What follows belongs to an exercise in optimizing a design on an open flow for small area and a short achievable clock period; a production flow would make more cautious choices. The RTL was checked by simulation tests, not by an equivalence proof against the original design. Power figures rest on the tool's default switching activity, not on a simulated workload.

==> flow/design.v (excerpt) <==
module CPU (
    input  wire clk,
    input  wire rst,
    output wire [15:0] total_instructions,
    output wire [15:0] total_loads,
    output wire [15:0] total_stores,
    output wire [15:0] total_alus,
    output wire [15:0] total_controls,
    output wire [15:0] total_cycles,
    output wire [15:0] total_stall_cycles,
    output reg  done,
    output wire [15:0] imem_addr,
    input  wire [15:0] imem_rdata,
    output wire [15:0] dmem_addr,
    output wire [15:0] dmem_wdata,
    output wire        dmem_we,
    input  wire [15:0] dmem_rdata
);
Size in the first run: roughly 3300 cells after synthesis, about 480 flip-flops, ~200 I/O pins.
==> flow/config.mk <==
export PLATFORM = sky130hd
export DESIGN_NAME = CPU
export DESIGN_NICKNAME = CPU
export VERILOG_FILES = /design/flow/design.v
export SDC_FILE = /design/flow/constraint.sdc
export NUM_CORES = 4
export LEC_CHECK = 0
export ABC_AREA = 1
export CAP_MARGIN = 20
export CORE_MARGIN = 2
export CORE_UTILIZATION = 40
export CTS_BUF_LIST = sky130_fd_sc_hd__clkbuf_16
export CTS_CLUSTER_DIAMETER = 80
export CTS_CLUSTER_SIZE = 24
export PLACE_DENSITY = 0.6
export SETUP_SLACK_MARGIN = 4.7
export SLEW_MARGIN = 20
==> flow/constraint.sdc <==
create_clock -name core_clock -period 7.5 [get_ports {clk}]
set_input_delay 1.5000 -clock core_clock [delete_from_list [all_inputs] [get_ports {clk}]]
set_output_delay 1.5000 -clock core_clock [all_outputs]
set_load 0.01 [all_outputs]
standard.sh (not shown) runs the stock make flow with config.mk's settings and CLKGATE_MAP_FILE= SYNTH_SCRIPT=/design/flow/synth_recipe.tcl, a recipe that flattens the netlist after the stock synthesis.
==> flow/flow/run.sh <==
#!/bin/bash
# The standard layout (standard synthesis, floorplan, placement, CTS,
# routing), with one change: every input and output port is buffered with
# sky130_fd_sc_hd__buf_2 instead of ORFS's default port buffer cell.
set -euo pipefail
export BUFFER_PORTS_ARGS="-buffer_cell sky130_fd_sc_hd__buf_2"
bash standard.sh > standard_flow.log 2>&1
The starting point completed with no timing, DRC or antenna violations.
Edit:
--- a/flow/design.v
+++ b/flow/design.v
@@ -16,29 +16,31 @@
                 g[i] = g[i] | (p[i] & g[i-k]);
                 p[i] = p[i] & p[i-k];
             end
     end
     wire [N-1:0] c = {g[N-2:0], cin};
     assign s = (a ^ c) ^ b;
 endmodule
 module PrefixInc #(parameter N = 16) (
     input  wire [N-1:0] a,
+    input  wire         cin,
     output wire [N-1:0] s
 );
     reg [N-1:0] p;
     integer i, k;
     always @(*) begin
         p = a;
+        p[0] = a[0] & cin;
         for (k = 1; k < N; k = k * 2)
             for (i = N - 1; i >= k; i = i - 1)
                 p[i] = p[i] & p[i-k];
     end
-    assign s = a ^ {p[N-2:0], 1'b1};
+    assign s = a ^ {p[N-2:0], cin};
 endmodule
 `timescale 1ns/1ps
 module CPU (
     input  wire clk,
     input  wire rst,
     output wire [15:0] total_instructions,
     output wire [15:0] total_loads,
     output wire [15:0] total_stores,
     output wire [15:0] total_alus,
@@ -272,19 +274,19 @@
     integer i;
     always @(posedge clk)
         for (i = 1; i < 8; i = i + 1)
             if (wb_we && wb_rd == i) rf[i] <= wb_wd;
     always @(posedge clk or posedge rst)
         if (rst) rv <= 7'b0;
         else for (i = 1; i < 8; i = i + 1)
             if (wb_we && wb_rd == i) rv[i] <= 1'b1;
     wire        hold = done | stall;
-    PrefixInc #(16) u_pc1 (.a(pc), .s(pc1));
+    PrefixInc #(16) u_pc1 (.a(pc), .cin(1'b1), .s(pc1));
     PrefixAdd #(16) u_tgt (.a(ex_x), .b(imm), .cin(1'b0), .s(tgt));
     wire [15:0] base = hold     ? pc
                      : ex_fortk ? ex_x
                      : ex_jmp   ? {ex_x[15:9], ex_alu[8:0]}
                      : ex_call  ? ex_alu
                      : ex_ret   ? rr
                      : pc1;
     wire [15:0] pc_nz = (~hold & ex_bne) ? tgt : base;
     wire [15:0] pc_z  = (~hold & ex_beq) ? tgt : base;
@@ -294,32 +296,33 @@
             fc   <= 4'd0;
             done <= 1'b0;
         end else begin
             pc <= nz ? pc_nz : pc_z;
             if (!done) begin
                 fc <= fc + 4'd1;
                 if (fc == 4'd14) done <= 1'b1;
             end
         end
-    wire [15:0] c_sel = ex_lw ? c_ld : ex_sw ? c_st : c_alu;
-    wire [15:0] c_inc, cyc_inc, ctl_inc, stl_inc;
-    PrefixInc #(16) u_cinc (.a(c_sel), .s(c_inc));
-    PrefixInc #(16) u_cyc  (.a(c_cyc), .s(cyc_inc));
-    PrefixInc #(16) u_ctl  (.a(c_ctl), .s(ctl_inc));
-    PrefixInc #(16) u_stl  (.a(c_stl), .s(stl_inc));
+    wire [15:0] ld_n, st_n, alu_n, cyc_n, ctl_n, stl_n;
+    PrefixInc #(16) u_ld  (.a(c_ld),  .cin(ex_lw),            .s(ld_n));
+    PrefixInc #(16) u_st  (.a(c_st),  .cin(ex_sw),            .s(st_n));
+    PrefixInc #(16) u_alu (.a(c_alu), .cin(~(ex_lw | ex_sw)), .s(alu_n));
+    PrefixInc #(16) u_cyc (.a(c_cyc), .cin(1'b1),             .s(cyc_n));
+    PrefixInc #(16) u_ctl (.a(c_ctl), .cin(ex_ctl),           .s(ctl_n));
+    PrefixInc #(16) u_stl (.a(c_stl), .cin(stall),            .s(stl_n));
     always @(posedge clk or posedge rst)
         if (rst) begin
             c_cyc <= 16'b0;
             c_ld  <= 16'b0;
             c_st  <= 16'b0;
             c_alu <= 16'b0;
             c_ctl <= 16'b0;
             c_stl <= 16'b0;
         end else begin
-            c_cyc <= cyc_inc;
-            if (ex_lw)               c_ld  <= c_inc;
-            if (ex_sw)               c_st  <= c_inc;
-            if (!(ex_lw | ex_sw))    c_alu <= c_inc;
-            if (ex_ctl)              c_ctl <= ctl_inc;
-            if (stall)               c_stl <= stl_inc;
+            c_cyc <= cyc_n;
+            c_ld  <= ld_n;
+            c_st  <= st_n;
+            c_alu <= alu_n;
+            c_ctl <= ctl_n;
+            c_stl <= stl_n;
         end
 endmodule
What happened: The changed run passed the timing, design-rule and antenna checks. Sequential share of layout area came out higher by 1.1 points. Clock power came out lower by a few percent. Worst hold slack is about the same. Die area came out lower by a few percent. Design area came out lower by a few percent. Routed wire length came out lower by a few percent. Setup slack gains 0.030 ns. Maximum frequency came out higher slightly. Total power came out lower by about a fifth. Clock-buffer cell count came out higher by 1. Flip-flop and latch count stays the same. Synthesized cell count came out lower by a few percent. Via count came out lower by a few percent. Global-route usage came out lower by 0.45 points.

-- separate check: timing with driven ports --
How much do the figures lean on ideal ports? The routed layouts below were timed once more, with nothing changed but the port constraints. Step 1: set_driving_cell puts a clkbuf_16 on clk and a buf_2 on each other input, an assumption about the parent block. Step 2 adds t to the input delays and takes it off the output delays; t is the mean of the earliest and latest rising clock arrival at the registers after step 1. Input paths then give back, and output paths get back, about the clock's delay inside the block. Three values: ideal ports, drivers, drivers and shift; two values: the first two.
| run | shift t [ns] | slack for setup (ns) | hold WS [ns] | worst setup path after step 2 | latest minus earliest clock arrival (ns) |
|---|---|---|---|---|---|
| the first run | 0.694 | 4.653 / 4.590 / 4.586 | 0.332 / 0.332 / 0.332 | input, reset recovery | 0.035 / 0.036 |
| the second run | 0.679 | 4.683 / 4.613 / 4.452 | 0.330 / 0.330 / 0.330 | input, reset recovery | 0.041 / 0.040 |
After both steps every run listed still meets setup and hold. The setup slack of the second run, which loses most, moves by -0.070 ns with the drivers and by -0.231 ns with both steps. The worst setup slack also covers recovery checks on asynchronous resets.
